This is an optimization exercise on Yosys and OpenROAD, whose aim is small area, not a production implementation.
In this exercise RTL edits were held to simulation tests only and were not proved equivalent to the original.
No activity file was given, so power comes from the tool's default toggle rates.

### design.v
`timescale 1ns / 1ps
module uart_rx #(
    parameter integer CLK_FREQ = 50_000_000,
    parameter integer BAUD_RATE = 115200,
    parameter integer OVERSAMPLING = 16,
    parameter integer RX_BUFFER_DEPTH = 32
) (
    input  logic        clk_50mhz,
    input  logic        rst_n,
    input  logic        rx_in,
    input  logic        fifo_read,
    output logic [7:0]  rx_data,
    output logic        rx_valid,
    output logic        eos_flag,
    output logic        buffer_full,
    output logic [7:0]  fifo_data,
    output logic        fifo_empty
);
    localparam logic [1:0] IDLE = 2'd0, START_BIT = 2'd1, DATA_BITS = 2'd2, STOP_BIT = 2'd3;
    logic [1:0] state;
    logic [8:0] cnt;
    logic       tick;
    logic       rx_in_d1, rx_in_d2;
    logic [8:0] sh;
    logic [7:0] rx_data_reg;
    logic       rx_valid_reg;
    logic       eos_flag_reg;
    assign tick = &cnt;
    always_ff @(posedge clk_50mhz or negedge rst_n) begin
        if (!rst_n) begin
            rx_in_d1 <= 1'b1;
            rx_in_d2 <= 1'b1;
        end else begin
            rx_in_d1 <= rx_in;
            rx_in_d2 <= rx_in_d1;
        end
    end
    always_ff @(posedge clk_50mhz or negedge rst_n) begin
        if (!rst_n) cnt <= 9'd511;
        else if (state == IDLE && !rx_in_d2) cnt <= 9'd511;
        else if (tick) cnt <= 9'd78;
        else cnt <= cnt + 9'd1;
    end
    always_ff @(posedge clk_50mhz or negedge rst_n) begin
        if (!rst_n) begin
            state        <= IDLE;
            rx_data_reg  <= 8'd0;
            rx_valid_reg <= 1'b0;
            eos_flag_reg <= 1'b0;
        end else begin
            rx_valid_reg <= 1'b0;
            case (state)
                IDLE: if (!rx_in_d2) state <= START_BIT;
                START_BIT: begin
                    eos_flag_reg <= 1'b0;
                    if (cnt == 9'd510) state <= rx_in_d2 ? IDLE : DATA_BITS;
                end
                DATA_BITS: if (tick && sh[0]) begin
                    state       <= STOP_BIT;
                    rx_data_reg <= sh[8:1];
                end
                STOP_BIT: if (tick) begin
                    state        <= IDLE;
                    rx_valid_reg <= 1'b1;
                    if (rx_data_reg == 8'h0D || rx_data_reg == 8'h0A) eos_flag_reg <= 1'b1;
                end
            endcase
        end
    end
    always_ff @(posedge clk_50mhz) begin
        if (state != DATA_BITS) sh <= 9'h100;
        else if (cnt == 9'd294) sh <= {rx_in_d2, sh[8:1]};
    end
    logic [255:0] ring;
    logic [4:0]   rp, wp;
    logic [5:0]   count;
    logic         pending;
    logic         buffer_full_reg;
    logic         wr, rd, ins;
    assign wr  = rx_valid_reg && !buffer_full_reg;
    assign rd  = fifo_read && (count != 6'd0);
    assign ins = pending && (wp == 5'd1);
    always_ff @(posedge clk_50mhz) begin
        ring <= {(ins ? rx_data_reg : ring[7:0]), ring[255:8]};
    end
    always_ff @(posedge clk_50mhz or negedge rst_n) begin
        if (!rst_n) begin
            rp              <= 5'd0;
            wp              <= 5'd0;
            count           <= 6'd0;
            pending         <= 1'b0;
            buffer_full_reg <= 1'b0;
        end else begin
            buffer_full_reg <= (count == 6'd32);
            if (eos_flag_reg) begin
                rp      <= 5'd0;
                wp      <= 5'd0;
                count   <= 6'd0;
                pending <= 1'b0;
            end else begin
                rp <= rd ? rp : rp - 5'd1;
                wp <= wr ? wp : wp - 5'd1;
                if (wr && !rd) count <= count + 6'd1;
                else if (!wr && rd) count <= count - 6'd1;
                if (wr) pending <= 1'b1;
                else if (ins) pending <= 1'b0;
            end
        end
    end
    logic [7:0] ring_out;
    assign ring_out = ring[rp*8 +: 8];
    assign rx_data     = rx_data_reg;
    assign rx_valid    = rx_valid_reg;
    assign eos_flag    = eos_flag_reg;
    assign buffer_full = buffer_full_reg;
    assign fifo_data   = (pending && count == 6'd1) ? rx_data_reg : ring_out;
    assign fifo_empty  = (count == 6'd0);
endmodule
`timescale 1ns / 1ps
module uart_tx #(
    parameter integer CLK_FREQ = 50_000_000,
    parameter integer BAUD_RATE = 115200
) (
    input  logic        clk_50mhz,
    input  logic        rst_n,
    input  logic        tx_start,
    input  logic [7:0]  tx_data,
    output logic        tx_out,
    output logic        tx_busy
);
    logic [8:0] cnt;
    logic       tick;
    assign tick = &cnt;
    always_ff @(posedge clk_50mhz or negedge rst_n) begin
        if (!rst_n) cnt <= 9'd511;
        else if (tick) cnt <= 9'd78;
        else cnt <= cnt + 9'd1;
    end
    logic [3:0] seq;
    logic [8:0] sh;      
    logic       busy_q;
    always_ff @(posedge clk_50mhz) begin
        if (!rst_n) begin
            seq    <= 4'd0;
            sh[0]  <= 1'b1;
            busy_q <= 1'b0;
        end else begin
            busy_q <= (seq != 4'd0);
            if (seq == 4'd0) begin
                sh  <= {tx_data, ~tx_start};
                seq <= tx_start ? 4'd5 : 4'd0;
            end else if (tick) begin
                sh  <= {1'b1, sh[8:1]};
                seq <= seq + 4'd1;
            end
        end
    end
    assign tx_out  = sh[0];
    assign tx_busy = busy_q;
endmodule
`timescale 1ns / 1ps
module pwm_gen #(
    parameter integer CLK_FREQ = 50_000_000,
    parameter integer REF_FREQ = 50_000
)(
    input  logic        clk,
    input  logic        rst_n,
    input  logic [1:0]  pow2,
    input  logic [1:0]  pow5,
    input  logic [6:0]  duty_cycle,
    output logic        pwm_out,
    output logic        cycle_done
);
    logic [9:0] kcnt;
    logic       ce;
    assign ce = &kcnt;
    always_ff @(posedge clk or negedge rst_n) begin
        if (!rst_n) kcnt <= 10'd23;
        else if (ce) kcnt <= 10'd24;
        else kcnt <= kcnt + 10'd1;
    end
    logic [1:0] a2, a5;
    logic [6:0] dc;
    logic [9:0] n_val;       
    logic [9:0] h_start;     
    logic [9:0] h_end;       
    logic       w0;          
    logic [6:0] thr;         
    always_comb begin
        unique case ({a2, a5})
            4'b00_00: begin n_val = 10'd24;   h_start = -10'sd0;   h_end = 10'd0;   thr = 7'd1;   end  
            4'b01_00: begin n_val = 10'd25;   h_start = -10'sd1;   h_end = 10'd0;   thr = 7'd1;   end  
            4'b10_00: begin n_val = 10'd27;   h_start = -10'sd2;   h_end = 10'd1;   thr = 7'd51;  end  
            4'b11_00: begin n_val = 10'd31;   h_start = -10'sd4;   h_end = 10'd3;   thr = 7'd76;  end  
            4'b00_01: begin n_val = 10'd28;   h_start = -10'sd2;   h_end = 10'd2;   thr = 7'd61;  end  
            4'b01_01: begin n_val = 10'd33;   h_start = -10'sd5;   h_end = 10'd4;   thr = 7'd81;  end  
            4'b10_01: begin n_val = 10'd43;   h_start = -10'sd10;  h_end = 10'd9;   thr = 7'd91;  end  
            4'b11_01: begin n_val = 10'd63;   h_start = -10'sd20;  h_end = 10'd19;  thr = 7'd96;  end  
            4'b00_10: begin n_val = 10'd48;   h_start = -10'sd12;  h_end = 10'd12;  thr = 7'd93;  end  
            4'b01_10: begin n_val = 10'd73;   h_start = -10'sd25;  h_end = 10'd24;  thr = 7'd97;  end  
            4'b10_10: begin n_val = 10'd123;  h_start = -10'sd50;  h_end = 10'd49;  thr = 7'd99;  end  
            4'b11_10: begin n_val = 10'd223;  h_start = -10'sd100; h_end = 10'd99;  thr = 7'd127; end  
            4'b00_11: begin n_val = 10'd148;  h_start = -10'sd62;  h_end = 10'd62;  thr = 7'd99;  end  
            4'b01_11: begin n_val = 10'd273;  h_start = -10'sd125; h_end = 10'd124; thr = 7'd127; end  
            4'b10_11: begin n_val = 10'd523;  h_start = -10'sd250; h_end = 10'd249; thr = 7'd127; end  
            default:  begin n_val = 10'd1023; h_start = -10'sd500; h_end = 10'd499; thr = 7'd127; end  
        endcase
    end
    assign w0 = (a2 != 2'd0);    
    logic [9:0] h;
    logic       first;       
    assign cycle_done = ce & (h == h_end);
    always_ff @(posedge clk or negedge rst_n) begin
        if (!rst_n) begin
            a2    <= 2'd0;
            a5    <= 2'd0;
            dc    <= 7'd0;
            h     <= 10'd0;
            first <= 1'b1;
        end else if (cycle_done) begin
            a2    <= pow2;
            a5    <= pow5;
            dc    <= duty_cycle;
            first <= 1'b1;
        end else if (ce) begin
            h     <= h + 10'd1;
            first <= 1'b0;
        end else if (first) begin
            h     <= h_start;
        end
    end
    logic [9:0] np;
    logic [6:0] acc;
    logic       run;
    logic [7:0] sum;
    assign sum = {1'b0, acc} + {1'b0, dc};
    always_ff @(posedge clk) begin
        if (cycle_done) begin
            np  <= 10'd0;
            acc <= 7'd99;
            run <= 1'b1;
        end else if (run) begin
            if (sum >= 8'd100) begin
                acc <= 7'(sum - 8'd100);
                np  <= np + 10'd1;
            end else begin
                acc <= sum[6:0];
            end
            if (kcnt == n_val) run <= 1'b0;
        end
    end
    logic [9:0] m;
    logic       sgn;
    assign sgn = h[9];
    assign m   = {h[8:0] ^ {9{sgn}}, w0 ^ sgn};
    always_ff @(posedge clk or negedge rst_n) begin
        if (!rst_n) pwm_out <= 1'b0;
        else if (first) pwm_out <= (dc >= thr);
        else pwm_out <= (m < np);
    end
endmodule
`timescale 1ns / 1ps
module uart_pwm_top (
    input  logic        clk,
    input  logic        rst_n,
    input  logic        rx_in,
    input  logic        fifo_read,
    output logic [7:0]  rx_data,
    output logic        rx_valid,
    output logic        eos_flag,
    output logic        buffer_full,
    output logic [7:0]  fifo_data,
    output logic        fifo_empty,
    input  logic        tx_start,
    input  logic [7:0]  tx_data,
    output logic        tx_out,
    output logic        tx_busy,
    input  logic [1:0]  pow2,
    input  logic [1:0]  pow5,
    input  logic [6:0]  duty_cycle,
    output logic        pwm_out,
    output logic        cycle_done
);
    uart_rx u_rx (
        .clk_50mhz   (clk),
        .rst_n       (rst_n),
        .rx_in       (rx_in),
        .fifo_read   (fifo_read),
        .rx_data     (rx_data),
        .rx_valid    (rx_valid),
        .eos_flag    (eos_flag),
        .buffer_full (buffer_full),
        .fifo_data   (fifo_data),
        .fifo_empty  (fifo_empty)
    );
    uart_tx u_tx (
        .clk_50mhz (clk),
        .rst_n     (rst_n),
        .tx_start  (tx_start),
        .tx_data   (tx_data),
        .tx_out    (tx_out),
        .tx_busy   (tx_busy)
    );
    pwm_gen u_pwm (
        .clk        (clk),
        .rst_n      (rst_n),
        .pow2       (pow2),
        .pow5       (pow5),
        .duty_cycle (duty_cycle),
        .pwm_out    (pwm_out),
        .cycle_done (cycle_done)
    );
endmodule
### run.sh
#!/bin/bash
# synth_recipe.tcl (not shown) runs the flow's synth.tcl, then flattens the netlist and writes it again
# the make line also repeats each setting of config.mk as NAME=value (left out here)
make -C /OpenROAD-flow-scripts/flow DESIGN_CONFIG=/design/flow/config.mk WORK_HOME=/design/flow/orfs CLKGATE_MAP_FILE= SYNTH_SCRIPT=/design/flow/synth_recipe.tcl finish
### config.mk
export PLATFORM = sky130hd
export DESIGN_NAME = uart_pwm_top
export DESIGN_NICKNAME = uart_pwm_top
export VERILOG_FILES = /design/flow/design.v
export SDC_FILE = /design/flow/constraint.sdc
export NUM_CORES = 4
export LEC_CHECK = 0
export CAP_MARGIN = 20
export CORE_MARGIN = 2
export CORE_UTILIZATION = 70
export CTS_BUF_LIST = sky130_fd_sc_hd__clkbuf_4
export CTS_CLUSTER_SIZE = 30
export SLEW_MARGIN = 20
### constraint.sdc
create_clock -name core_clock -period 20.0 [get_ports {clk}]
set_input_delay 4.0000 -clock core_clock [delete_from_list [all_inputs] [get_ports {clk}]]
set_output_delay 4.0000 -clock core_clock [all_outputs]
set_load 0.01 [all_outputs]
==> impl_metrics.toml, run 1 <==
[placement]
gp_congestion = 0.832
io_buffers = 47
dpl_worst_slack_ns = 12.39
place_inst = 1476
dp_hpwl_um = 17400

[finish]
largest_reg_flops = 256
layout.nets = 1372
drive_gt1_share_pct = 21.4
synthToLayoutAreaGrowth_pct = 12.1
fillers = 1295
fin_cells = 1638
regMostFlops = "u_rx.ring"

[synthesis]
synthArstFlopShare_pct = 21.8
synth_flop_cell = "dfxtp_1"
synth.top_cell.area_share_pct = 39.2
yosys.cell_types.count = 72
ys_seq_elements = 380
synth_nets = 1293
syn_inst = 1214
syn_area_per_cell_um2 = 12.1
synth_area_um2 = 14700
ys_seq_area_share_pct = 55.2
ys_top_cells_by_area = "dfxtp_1, mux4_2, dfrtp_1, ha_1, dfstp_2"
yosysTopAreaCell = "dfxtp_1"
ys.warnings.count = 3
synth_edf_count = 8

[timing]
final-hold-violation-count = 0
fin_crit_sh_pct = 41.2
fin_setup_tns_ns = 0
maxSlewViolCount = 0
setup_violations = 0
worst_slack_ns = 11.75
slew_headroom_pct = 25.8
rsz0062_at_grt = "false"
tightest_slew_ns = 1.11
fin_skew_ns = 0.0589
fmax_mhz = 121
post-route-min-period_ns = 8.25

[pwr]
max-vdd-ir-drop_mv = 0.0755
powerDensity_nw_per_um2 = 88.3
leakage_nw = 6.96

[global_route]
grt_pass1_vias = 9442
overflow = 0
antenna_found_initial = 1
grt_max_degree = 68
grt_usage_pct = 26.1
grt_pass1_wl_um = 46200

[clock_tree]
cts_tree = "done"
clock_path_buffers = 3
clkTransAtPathRegs_ns = 0.06
cts_setup_buffers = 0
cts-root-buf = "clkbuf_4"
holdBufCountCts = 0
cts_resized = 0
cts_htree_levels = 3
cts_buffers = 90
cts_sinks = 380
clock_latency_ns = 0.72

[worst_setup_path]
cp-end-kind = "primary output"
r2r_setup_slack_ns = 16.17
timing.rr.start = "u_pwm.a5[1]"
worst_ep_required_time_ns = 16.00
startpoint_type = "flip-flop"
rr_endpoint = "u_pwm.h[3]"
cp_max_fo = 46
worstPathArrival_ns = 4.25
criticalPathCategory = "flip-flop to primary output"
r2r.worst_path.cells = 8

[worst_hold_path]
min_from = "u_rx.ring[64]"
worst_hold_path.num_cells = 0
hold_end = "u_rx.ring[56]"
min_path_type = "flip-flop to flip-flop"

[die]
rows = 53
dieArea_um2 = 22200
die_h_um = 149
core_area_um2 = 20800
initial_core_util_pct = 70.8
chipWidth_um = 149
io_pins = 48

[route]
ant_nets = 0
viasPerCell = 5.68
totalWireLength_um = 27600
firstDrtPassIters = 7
via_count = 9300
avgRoutedWirePerCell_um = 16.8
drtIter0Drc = 428
drc = 0

[outcome]
run_status = "complete, no violations"

[flow_run]
max_cap_violations = 0
logic make-up after synthesis:
family	Yosys count	synth area share (%)
flops	380	55.2
simple gates	318	10.7
compound gates	165	6.91
mux	127	15.7
buf+inv	99	2.71
xor+xnor	70	4.16
fa+ha+maj	55	4.72
worst max path at each step:
stage               start           end  slack (ns)  cells after the start
3_5_place_dp   u_rx.rp[0]  fifo_data[0]       12.39                      6
6_report       u_rx.rp[0]  fifo_data[0]       11.75                      6
2_1_floorplan  u_rx.rp[0]  fifo_data[4]       13.49                      7
4_1_cts        u_rx.rp[0]  fifo_data[0]       11.60                      6
3_3_place_gp   u_rx.rp[0]  fifo_data[0]       12.42                      6
5_1_grt        u_rx.rp[0]  fifo_data[0]       11.41                      6
worst max-delay path, cell delays in order (launching register included):
cell and delay, ns:
dfrtp_4 0.72, buf_4 0.76, mux4_2 0.58, mux4_2 0.49, mux2i_1 0.32, o21ai_0 0.15
clkdlybuf4s50_1 0.52
stage by stage:
stage          power (mW)  utilization, %  hold WS (ns)  cell area (um^2)
4_1_cts              1.48            79.4         0.285             16500
2_1_floorplan       0.821               -         0.326             14700
5_1_grt              1.52            79.4         0.304             16500
6_report             1.46            79.4         0.310             16500
3_5_place_dp        0.838            73.6         0.332             15300
3_3_place_gp        0.837            73.6         0.328             15300
Yosys cell counts, types with 5 or more instances:
master,count
dfstp_2,25
nor3_1,16
a21oi_1,57
nor2_1,68
o21a_1,5
buf_1,12
a31oi_1,9
edfxtp_1,8
buf_2,7
nor4_1,7
nand2b_1,13
or3_1,11
nand3_1,20
xor2_1,39
nor2b_1,20
inv_1,32
clkbuf_1,45
dfxtp_1,289
xnor2_1,31
mux2i_1,27
ha_1,54
nand2_1,106
a211oi_1,6
nand4_1,12
and3_1,5
mux4_2,81
and2_1,9
dfrtp_1,58
mux2_2,19
o21ai_0,50
layout make-up:
type                            count  area (um^2)  area share, %
Antenna cell                        1         2.50         0.0151
Clock buffer                      136         1020           6.18
Clock inverter                     25          175           1.06
Inverter                           32          120          0.726
Multi-Input combinational cell    735         6210           37.6
Sequential cell                   380         8140           49.2
Tap cell                          275          344           2.08
Timing Repair Buffer               54          520           3.15
power by group:
part           switching, mW  internal [mW]  total (mW)
registers            0.00414          0.776       0.780
logic                 0.0257         0.0160      0.0416
clock network          0.299          0.340       0.638
total                  0.328           1.13        1.46
routing by layer:
layer  wire length [um]  part of all wire (%)  up-vias  track usage, %
met2              13300                    48      195            42.3
met5                  0                     0        -               0
met3               1020                   3.7       47            5.29
met1              12700                    46     4519            35.8
li1                   -                     -     4539               -
met4                557                   2.0        0            8.86
cell usage in the layout (no fill, tap or decap), drive strengths merged, types with 4 or more instances in the layout:
cell / Yosys / routed
nand4: 12 / 12
dfrtp: 58 / 58
nand2b: 13 / 13
dfstp: 25 / 25
dfxtp: 289 / 289
nand2: 106 / 106
nand3b: 4 / 4
mux2: 19 / 19
nand3: 20 / 20
inv: 32 / 36
or3: 11 / 11
clkbuf: 45 / 136
ha: 54 / 54
o21ai: 51 / 51
clkinv: 0 / 19
and2: 9 / 9
buf: 22 / 8
mux4: 81 / 81
xnor2: 31 / 31
nor4: 7 / 7
nor2b: 20 / 20
edfxtp: 8 / 8
xor2: 39 / 39
and3: 5 / 5
a211oi: 6 / 6
or2: 5 / 5
a31oi: 10 / 10
nor3: 17 / 17
clkdlybuf4s50: 0 / 46
a21oi: 57 / 57
nor2: 68 / 68
nor3b: 5 / 5
o21a: 5 / 5
mux2i: 27 / 27
==> run 2, diff against run 1 <==
--- a/config.mk
+++ b/config.mk
@@ -9,5 +9,3 @@
 export CORE_MARGIN = 2
 export CORE_UTILIZATION = 70
-export CTS_BUF_LIST = sky130_fd_sc_hd__clkbuf_4
-export CTS_CLUSTER_SIZE = 30
 export SLEW_MARGIN = 20
==> impl_metrics.toml, run 2 <==
[finish]
final_common_cell = "dfxtp_1"
drive_gt1_share_pct = 16.3
synthToLayoutAreaGrowth_pct = 12.5
regMostFlops = "u_rx.ring"
insertedDiodeCount = 0
layout.nets = 1319
final_cell_mix = "dfxtp_1, nand2_1, mux4_2"
fillers = 1216
final_cell_area_um2 = 16600
largest_reg_flops = 256

[timing]
fin_setup_tns_ns = 0
fmax_mhz = 124
slew_headroom_pct = 26.4
final-hold-violation-count = 0
maxSlewViolCount = 0
fin_skew_ns = 0.0218
setup_violations = 0
fin_crit_sh_pct = 40.4
post-route-min-period_ns = 8.07
fin_hold_ws_ns = 0.340
rsz0062_at_grt = "false"
tightest_slew_ns = 1.10

[outcome]
run_status = "complete, no violations"

[synthesis]
ys_top_cells_by_area = "dfxtp_1, mux4_2, dfrtp_1, ha_1, dfstp_2"
synth_area_um2 = 14700
post-synth-top-count-cell = "dfxtp_1"
synth_flop_cell = "dfxtp_1"
ys_seq_area_share_pct = 55.2
syn_area_per_cell_um2 = 12.1
synth_commonest_cells = "dfxtp_1, nand2_1, mux4_2"
synth_edf_count = 8
synth_nets = 1293
synthArstFlopShare_pct = 21.8
yosys.cell_types.count = 72
ys.warnings.count = 3
synth.top_cell.area_share_pct = 39.2
yosysTopAreaCell = "dfxtp_1"
syn_inst = 1214
ys_seq_elements = 380

[pwr]
power.total_mw = 1.53
leakage_nw = 6.86
powerDensity_nw_per_um2 = 92.0
max-vdd-ir-drop_mv = 0.0895

[clock_tree]
cts-root-buf = "clkbuf_16"
cts_sinks = 380
clkTransAtPathRegs_ns = 0.07
cts_htree_levels = 2
holdBufCountCts = 0
cts_buffers = 37
clock_path_buffers = 3
clock_latency_ns = 0.54
cts_tree = "done"
cts_setup_buffers = 0
cts_resized = 0

[die]
rows = 53
dieArea_um2 = 22200
io_pins = 48
initial_core_util_pct = 70.8
chipWidth_um = 149
core_area_um2 = 20800
die_h_um = 149

[placement]
dp_hpwl_um = 17400
io_buffers = 47
gp_congestion = 0.832
dpl-instance-area_um2 = 15300

[worst_setup_path]
criticalPathCategory = "flip-flop to primary output"
r2r_setup_slack_ns = 16.16
cp_max_fo = 46
crit_path_start = "u_rx.rp[0]"
critPathMostFrequentCell = "mux4_2"
cp_cell_sequence = "buf_4 -> mux4_2 -> mux4_2 -> mux2i_1 -> o21ai_0 -> clkdlybuf4s50_1"
cpMaxStageDelayCell = "buf_4"
startpoint_type = "flip-flop"
worst_ep_required_time_ns = 16.00
worstPathArrival_ns = 4.07
cp-end-kind = "primary output"
timing.rr.start = "u_pwm.a5[1]"
critPathMaxStageDelay_ns = 0.74

[route]
firstDrtPassIters = 5
drc = 0
avgRoutedWirePerCell_um = 19.0
via_count = 9156
totalWireLength_um = 29300
viasPerCell = 5.94
drtIter0Drc = 528
ant_nets = 0

[worst_hold_path]
min_path_type = "flip-flop to flip-flop"
min_from = "u_rx.ring[66]"

[global_route]
grt_usage_pct = 27.5
overflow = 0
antenna_found_initial = 0
grt_pass1_vias = 9449
grt_max_degree = 68
grt_pass1_wl_um = 48300

[flow_run]
max_cap_violations = 0
## run 2: routing by layer
metal	routed length, um	track usage, %	vias up	share of wire (%)
met2	14500	46.8	210	49
met4	621	8.14	0	2.1
met1	13000	37.0	4519	44
met5	0	0	-	0
li1	-	-	4373	-
met3	1250	4.34	54	4.2
## run 2: power by group
group	switching, mW	internal (mW)
clock network	0.295	0.409
logic	0.0255	0.0159
registers	0.00419	0.776
## run 2: stage by stage
step / util, % / worst slack (ns) / instances
after floorplan: - / 13.49 / 1214
after global placement: 73.6 / 12.42 / 1476
after detailed placement: 73.6 / 12.39 / 1476
after CTS: 79.6 / 11.84 / 1542
after global routing: 79.6 / 11.65 / 1542
final: 79.6 / 11.93 / 1542
## run 2: path summary, 6_finish.rpt
check / endpoint / cells after the start
max: fifo_data[0] / 6
min: u_rx.ring[58] / 0
max reg2reg: u_pwm.h[3] / 8
min reg2reg: u_rx.ring[58] / 0
max in group asynchronous: u_rx.rp[0] / 2
min in group asynchronous: u_pwm.dc[5] / 1
## run 2: logic make-up (layout without fill, tap and decap cells)
| family | Yosys count | after routing | share of synthesized area, % |
|---|---|---|---|
| flip-flops | 380 | 380 | 55.2 |
| buffers and inverters | 99 | 152 | 2.71 |
| adder cells (fa/ha/maj) | 55 | 55 | 4.72 |
| AO/OA/AOI/OAI | 165 | 165 | 6.91 |
| AND/OR/NAND/NOR | 318 | 318 | 10.7 |
| XOR/XNOR | 70 | 70 | 4.16 |
| multiplexers | 127 | 127 | 15.7 |
## run 2: critical path: cells and delay by family (launching register included)
kind                   cells  cell delay [ns]
muxes                      3             1.39
AOI/OAI and AO/OA          1             0.14
buffers and inverters      2             1.26
DFF                        1             0.71
## run 2: area by class of cell
cell class	count	area (um^2)	area share, %
Clock inverter	16	168	1.01
Multi-Input combinational cell	735	6210	37.5
Sequential cell	380	8140	49.1
Clock buffer	50	1080	6.51
Timing Repair Buffer	54	520	3.14
Inverter	32	120	0.724
Tap cell	275	344	2.07
==> run 3, diff against run 2 <==
==> flow/run.sh (new file) <==
#!/bin/bash
# Standard layout with two changes: port buffers use the smallest buffer, and
# clock tree synthesis inserts no dummy loads.
set -euo pipefail
bash standard.sh \
  'BUFFER_PORTS_ARGS=-buffer_cell sky130_fd_sc_hd__buf_1' \
  'CTS_ARGS=-sink_clustering_enable -repair_clock_nets -dont_use_dummy_load' \
  finish > flow_make.log 2>&1
==> standard.sh (new file) <==
#!/bin/bash
# synth_recipe.tcl (not shown) runs the flow's synth.tcl, then flattens the netlist and writes it again
# the make line also repeats each setting of config.mk as NAME=value (left out here)
make -C /OpenROAD-flow-scripts/flow DESIGN_CONFIG=/design/flow/config.mk WORK_HOME=/design/flow/orfs CLKGATE_MAP_FILE= SYNTH_SCRIPT=/design/flow/synth_recipe.tcl "${@:-finish}"
removed: run.sh
==> impl_metrics.toml, run 3 <==
[route]
drc = 0
firstDrtPassIters = 5
wl_met3_um = 1090
via_count = 9012
totalWireLength_um = 28400
ant_nets = 0
wl_met1_um = 12600
viasPerCell = 5.96
dr.max_layer_used = "met4"
drtIter0Drc = 377
wl_met2_um = 14200
avgRoutedWirePerCell_um = 18.8

[worst_setup_path]
critPathMaxStageDelay_ns = 0.74
critPathMostFrequentCell = "mux4_2"
startpoint_type = "flip-flop"
criticalPathCategory = "flip-flop to primary output"
cp_cell_sequence = "buf_4 -> mux4_2 -> mux4_2 -> mux2i_1 -> o21ai_0 -> buf_1"
worstPathArrival_ns = 3.67
cp_max_fo = 41
cpMaxStageDelayCell = "dfrtp_4"
worst_ep_required_time_ns = 16.00
cp-end-kind = "primary output"

[clock_tree]
clkTransAtPathRegs_ns = 0.06
cts_setup_buffers = 0
cts_htree_levels = 2
cts-root-buf = "clkbuf_16"
clock_latency_ns = 0.53
cts_resized = 0
clock_path_buffers = 3
cts_buffers = 37
holdBufCountCts = 0
cts_sinks = 380
cts_tree = "done"

[synthesis]
synth_area_um2 = 14700
synth_edf_count = 8
yosys.cell_types.count = 72
syn_inst = 1214
syn_area_per_cell_um2 = 12.1
synthArstFlopShare_pct = 21.8
synth.top_cell.area_share_pct = 39.2
synth_commonest_cells = "dfxtp_1, nand2_1, mux4_2"
post-synth-top-count-cell = "dfxtp_1"
yosysTopAreaCell = "dfxtp_1"
ys_seq_area_share_pct = 55.2
ys.warnings.count = 3
synth_nets = 1293
synth_flop_cell = "dfxtp_1"
ys_top_cells_by_area = "dfxtp_1, mux4_2, dfrtp_1, ha_1, dfstp_2"
ys_seq_elements = 380

[timing]
fin_crit_sh_pct = 38.3
fmax_mhz = 130
fin_skew_ns = 0.0432
fin_hold_ws_ns = 0.323
rsz0062_at_grt = "false"
setup_violations = 0
slew_headroom_pct = 27.7
final-hold-violation-count = 0
post-route-min-period_ns = 7.67
tightest_slew_ns = 1.08
maxSlewViolCount = 0
fin_setup_tns_ns = 0

[placement]
gp_congestion = 0.819
place_inst = 1476
dp_hpwl_um = 17500
io_buffers = 47

[global_route]
grt_pass1_vias = 9181
antenna_found_initial = 0
grt_max_degree = 68
grt_usage_pct = 26.2
overflow = 0
grt_pass1_wl_um = 46400

[die]
rows = 53
dieArea_um2 = 22200
initial_core_util_pct = 70.8
core_area_um2 = 20800
chipWidth_um = 149
io_pins = 48
die_h_um = 149

[finish]
largest_reg_flops = 256
final_common_cell = "dfxtp_1"
fillers = 1351
post-route-util_pct = 76.7
fin_cells = 1513
insertedDiodeCount = 0
synthToLayoutAreaGrowth_pct = 8.33
final_cell_mix = "dfxtp_1, nand2_1, mux4_2"
layout.nets = 1319
drive_gt1_share_pct = 14.9
regMostFlops = "u_rx.ring"

[pwr]
leakage_nw = 6.59
power.total_mw = 1.40
powerDensity_nw_per_um2 = 87.7
max-vdd-ir-drop_mv = 0.0872

[flow_run]
max_cap_violations = 0

[worst_hold_path]
min_path_type = "flip-flop to flip-flop"

[outcome]
run_status = "complete, no violations"
[run 3: cell type report]
| type | instances | area, um^2 | area share, % |
|---|---|---|---|
| sequential | 380 | 8140 | 51.0 |
| multi-input combinational | 735 | 6210 | 38.9 |
| clock buffer | 37 | 926 | 5.80 |
| tap | 275 | 344 | 2.15 |
| timing repair buffer | 54 | 233 | 1.46 |
| inverter | 32 | 120 | 0.752 |
[run 3: report_power, final]
group / switching [mW] / internal, mW / total (mW)
combinational: 0.0246 / 0.0116 / 0.0362
sequential: 0.00414 / 0.776 / 0.780
clock: 0.260 / 0.325 / 0.585
[run 3: worst max-delay path: cells and delay by family (launching register included)]
family                 cells  cell delay [ns]
buffers and inverters      2             0.92
muxes                      3             1.30
AOI/OAI and AO/OA          1             0.17
DFF                        1             0.74
[run 3: per-stage QoR]
| stage | cell area [um^2] | worst slack, ns |
|---|---|---|
| 2_1_floorplan | 14700 | 13.49 |
| 3_3_place_gp | 15000 | 12.84 |
| 3_5_place_dp | 15000 | 12.77 |
| 4_1_cts | 16000 | 12.23 |
| 5_1_grt | 16000 | 12.08 |
| 6_report | 16000 | 12.33 |
[run 3: worst paths after layout]
path                                startpoint  cells after the start  slack [ns]             end
worst max-delay path                u_rx.rp[0]                      6       12.33    fifo_data[7]
worst min-delay path            u_rx.ring[133]                      0        0.32  u_rx.ring[125]
worst max register to register     u_pwm.a5[1]                      8       16.19      u_pwm.h[3]
worst min register to register  u_rx.ring[133]                      0        0.32  u_rx.ring[125]
max in group asynchronous                rst_n                      2       15.36      u_rx.rp[0]
min in group asynchronous                rst_n                      1        3.48     u_pwm.dc[4]
[run 3: logic make-up after synthesis]
kind of cell | count (synthesis) | synth area share (%)
DFF | 380 | 55.2
and+or+nand+nor | 318 | 10.7
AOI/OAI and AO/OA | 165 | 6.91
muxes | 127 | 15.7
buffers and inverters | 99 | 2.71
xor gates and xnor gates | 70 | 4.16
adders and majority gates | 55 | 4.72
[run 3: metal layers]
layer | vias up | GRT usage, %
met4 | 0 | 7.14
li1 | 4335 | -
met1 | 4447 | 35.1
met2 | 183 | 45.2
met3 | 47 | 3.79
met5 | - | 0
==> run 4, diff against run 3 <==
--- a/flow/run.sh
+++ b/flow/run.sh
@@ -5,4 +5,4 @@
 bash standard.sh \
   'BUFFER_PORTS_ARGS=-buffer_cell sky130_fd_sc_hd__buf_1' \
-  'CTS_ARGS=-sink_clustering_enable -repair_clock_nets -dont_use_dummy_load' \
+  'CTS_ARGS=-sink_clustering_enable -repair_clock_nets -dont_use_dummy_load -buf_list sky130_fd_sc_hd__clkbuf_8' \
   finish > flow_make.log 2>&1
==> impl_metrics.toml, run 4 <==
[outcome]
run_status = "complete, no violations"

[route]
via_count = 9052
viasPerCell = 5.91
drc = 0
totalWireLength_um = 27700
drtIter0Drc = 400
avgRoutedWirePerCell_um = 18.1
ant_nets = 0
firstDrtPassIters = 5

[finish]
regMostFlops = "u_rx.ring"
largest_reg_flops = 256
drive_gt1_share_pct = 16.2
final_cell_mix = "dfxtp_1, nand2_1, mux4_2"
layout.nets = 1338
fin_cells = 1532
synthToLayoutAreaGrowth_pct = 7.28
insertedDiodeCount = 0
final_common_cell = "dfxtp_1"
final_cell_area_um2 = 15800

[timing]
worst_slack_ns = 12.29
fin_setup_tns_ns = 0
slew_headroom_pct = 29.4
rsz0062_at_grt = "false"
setup_violations = 0
final-hold-violation-count = 0
tightest_slew_ns = 1.05
fin_skew_ns = 0.0660
maxSlewViolCount = 0
fmax_mhz = 130
post-route-min-period_ns = 7.71
fin_crit_sh_pct = 38.5

[flow_run]
max_cap_violations = 0

[global_route]
grt_max_degree = 68
grt_usage_pct = 25.7
overflow = 0
grt_pass1_wl_um = 45700
grt_pass1_vias = 9264
antenna_found_initial = 0

[placement]
dpl_worst_slack_ns = 12.77
place_inst = 1476
dpl-instance-area_um2 = 15000
gp_congestion = 0.819
io_buffers = 47
dp_hpwl_um = 17500

[pwr]
leakage_nw = 6.54
powerDensity_nw_per_um2 = 83.1
max-vdd-ir-drop_mv = 0.0765
power.total_mw = 1.31

[synthesis]
synth_simple_gate_area_share_pct = 10.7
synth_commonest_cells = "dfxtp_1, nand2_1, mux4_2"
ys.warnings.count = 3
yosys.cell_types.count = 72
synthMuxAreaShare_pct = 15.7
synthXorXnorAreaFrac_pct = 4.16
ys_seq_area_share_pct = 55.2
synth_edf_count = 8
yosysTopAreaCell = "dfxtp_1"
synth_compound_area_share_pct = 6.91
synthArstFlopShare_pct = 21.8
synth_nets = 1293
synth_flop_cell = "dfxtp_1"
synthAdderAreaFrac_pct = 4.72
synth_area_um2 = 14700
ys_top_cells_by_area = "dfxtp_1, mux4_2, dfrtp_1, ha_1, dfstp_2"
ys_seq_elements = 380
synth.top_cell.area_share_pct = 39.2
post-synth-top-count-cell = "dfxtp_1"
syn_area_per_cell_um2 = 12.1
syn_inst = 1214
synth_top_family_by_area = "multiplexers"

[worst_hold_path]
min_path_type = "flip-flop to flip-flop"

[clock_tree]
cts_sinks = 380
cts_htree_levels = 2
holdBufCountCts = 0
clock_latency_ns = 0.60
cts_tree = "done"
cts_setup_buffers = 0
clock_path_buffers = 3
cts-root-buf = "clkbuf_8"
clkTransAtPathRegs_ns = 0.06
cts_resized = 0
cts_buffers = 56

[die]
io_pins = 48
chipWidth_um = 149
core_area_um2 = 20800
rows = 53
initial_core_util_pct = 70.8
die_h_um = 149
dieArea_um2 = 22200

[worst_setup_path]
cp-end-kind = "primary output"
worst_ep_required_time_ns = 16.00
criticalPathCategory = "flip-flop to primary output"
cp_max_fo = 41
startpoint_type = "flip-flop"
worstPathArrival_ns = 3.71
run 4: cell counts after synthesis:
No cell type changed its count.
run 4: cells by family after synthesis:
logic type      after synthesis
simple gates                318
fa+ha+maj                    55
mux                         127
xor+xnor                     70
flops                       380
compound gates              165
buf+inv                      99
run 4: layer usage:
metal	global-route usage [%]	up-vias	share of wire, %
li1	-	4362	-
met1	34.5	4455	45
met2	43.6	186	49
met3	4.01	49	3.9
met4	8.10	0	2.0
met5	0	-	0
run 4: final timing paths:
path	cells past startpoint	to	slack (ns)	start
worst max-delay path	6	fifo_data[7]	12.29	u_rx.rp[0]
worst min-delay path	0	u_rx.ring[101]	0.31	u_rx.ring[109]
worst max register to register	8	u_pwm.h[3]	16.21	u_pwm.a5[1]
worst min register to register	0	u_rx.ring[101]	0.31	u_rx.ring[109]
max in group asynchronous	2	u_rx.rp[0]	15.42	rst_n
min in group asynchronous	1	u_pwm.dc[5]	3.42	rst_n
run 4: through the flow:
step	util, %	hold slack (ns)
after global routing	76.0	0.326
final	76.0	0.306
after detailed placement	72.3	0.332
after global placement	72.3	0.328
after CTS	76.0	0.311
after floorplan	-	0.326
run 4: worst max-delay path, cell delays in order (launching register included):
cell,delay [ns]
dfrtp_4,0.75
buf_4,0.72
mux4_2,0.59
mux4_2,0.51
mux2i_1,0.22
o21ai_0,0.18
buf_1,0.19
run 4: layout make-up:
| cell class | instances | area, um^2 |
|---|---|---|
| Timing Repair Buffer | 54 | 233 |
| Fill cell | 1395 | 5000 |
| Clock buffer | 56 | 771 |
| Multi-Input combinational cell | 735 | 6210 |
| Tap cell | 275 | 344 |
| Inverter | 32 | 120 |
| Sequential cell | 380 | 8140 |
run 4: power by group:
part           leakage, nW  switching, mW  total (mW)  internal (mW)
registers             3.37        0.00412       0.781          0.777
logic                 2.76         0.0247      0.0363         0.0116
clock network        0.403          0.251       0.497          0.246
total                 6.54          0.280        1.31           1.03

-- afterwards: timing with drivers on the ports --
The flow's constraints put no driver on any port. The routed layouts listed below were extracted and timed again, unchanged, in two steps.
Step 1, drivers: a clkbuf_16 drives clk and a buf_2 each remaining input, both assumed.
Step 2 adds t to the input delays and takes it off the output delays; t is the mean of the earliest and latest rising clock arrival at the registers after step 1. Input paths then give back, and output paths get back, about the clock's delay inside the block.
Slacks: ideal ports / drivers / drivers and shift; pairs: ideal ports / drivers.
run	shift t [ns]	slack for setup (ns)	worst setup path at the end	clock arrival spread, ns
run 1	0.729	11.752 / 11.714 / 12.443	register to output	0.062 / 0.062
run 2	0.573	11.930 / 11.883 / 12.456	register to output	0.030 / 0.029
run 3	0.552	12.334 / 12.287 / 12.839	register to output	0.048 / 0.048
run 4	0.607	12.291 / 12.247 / 12.854	register to output	0.071 / 0.072
After both steps setup and hold are still met in every run listed.
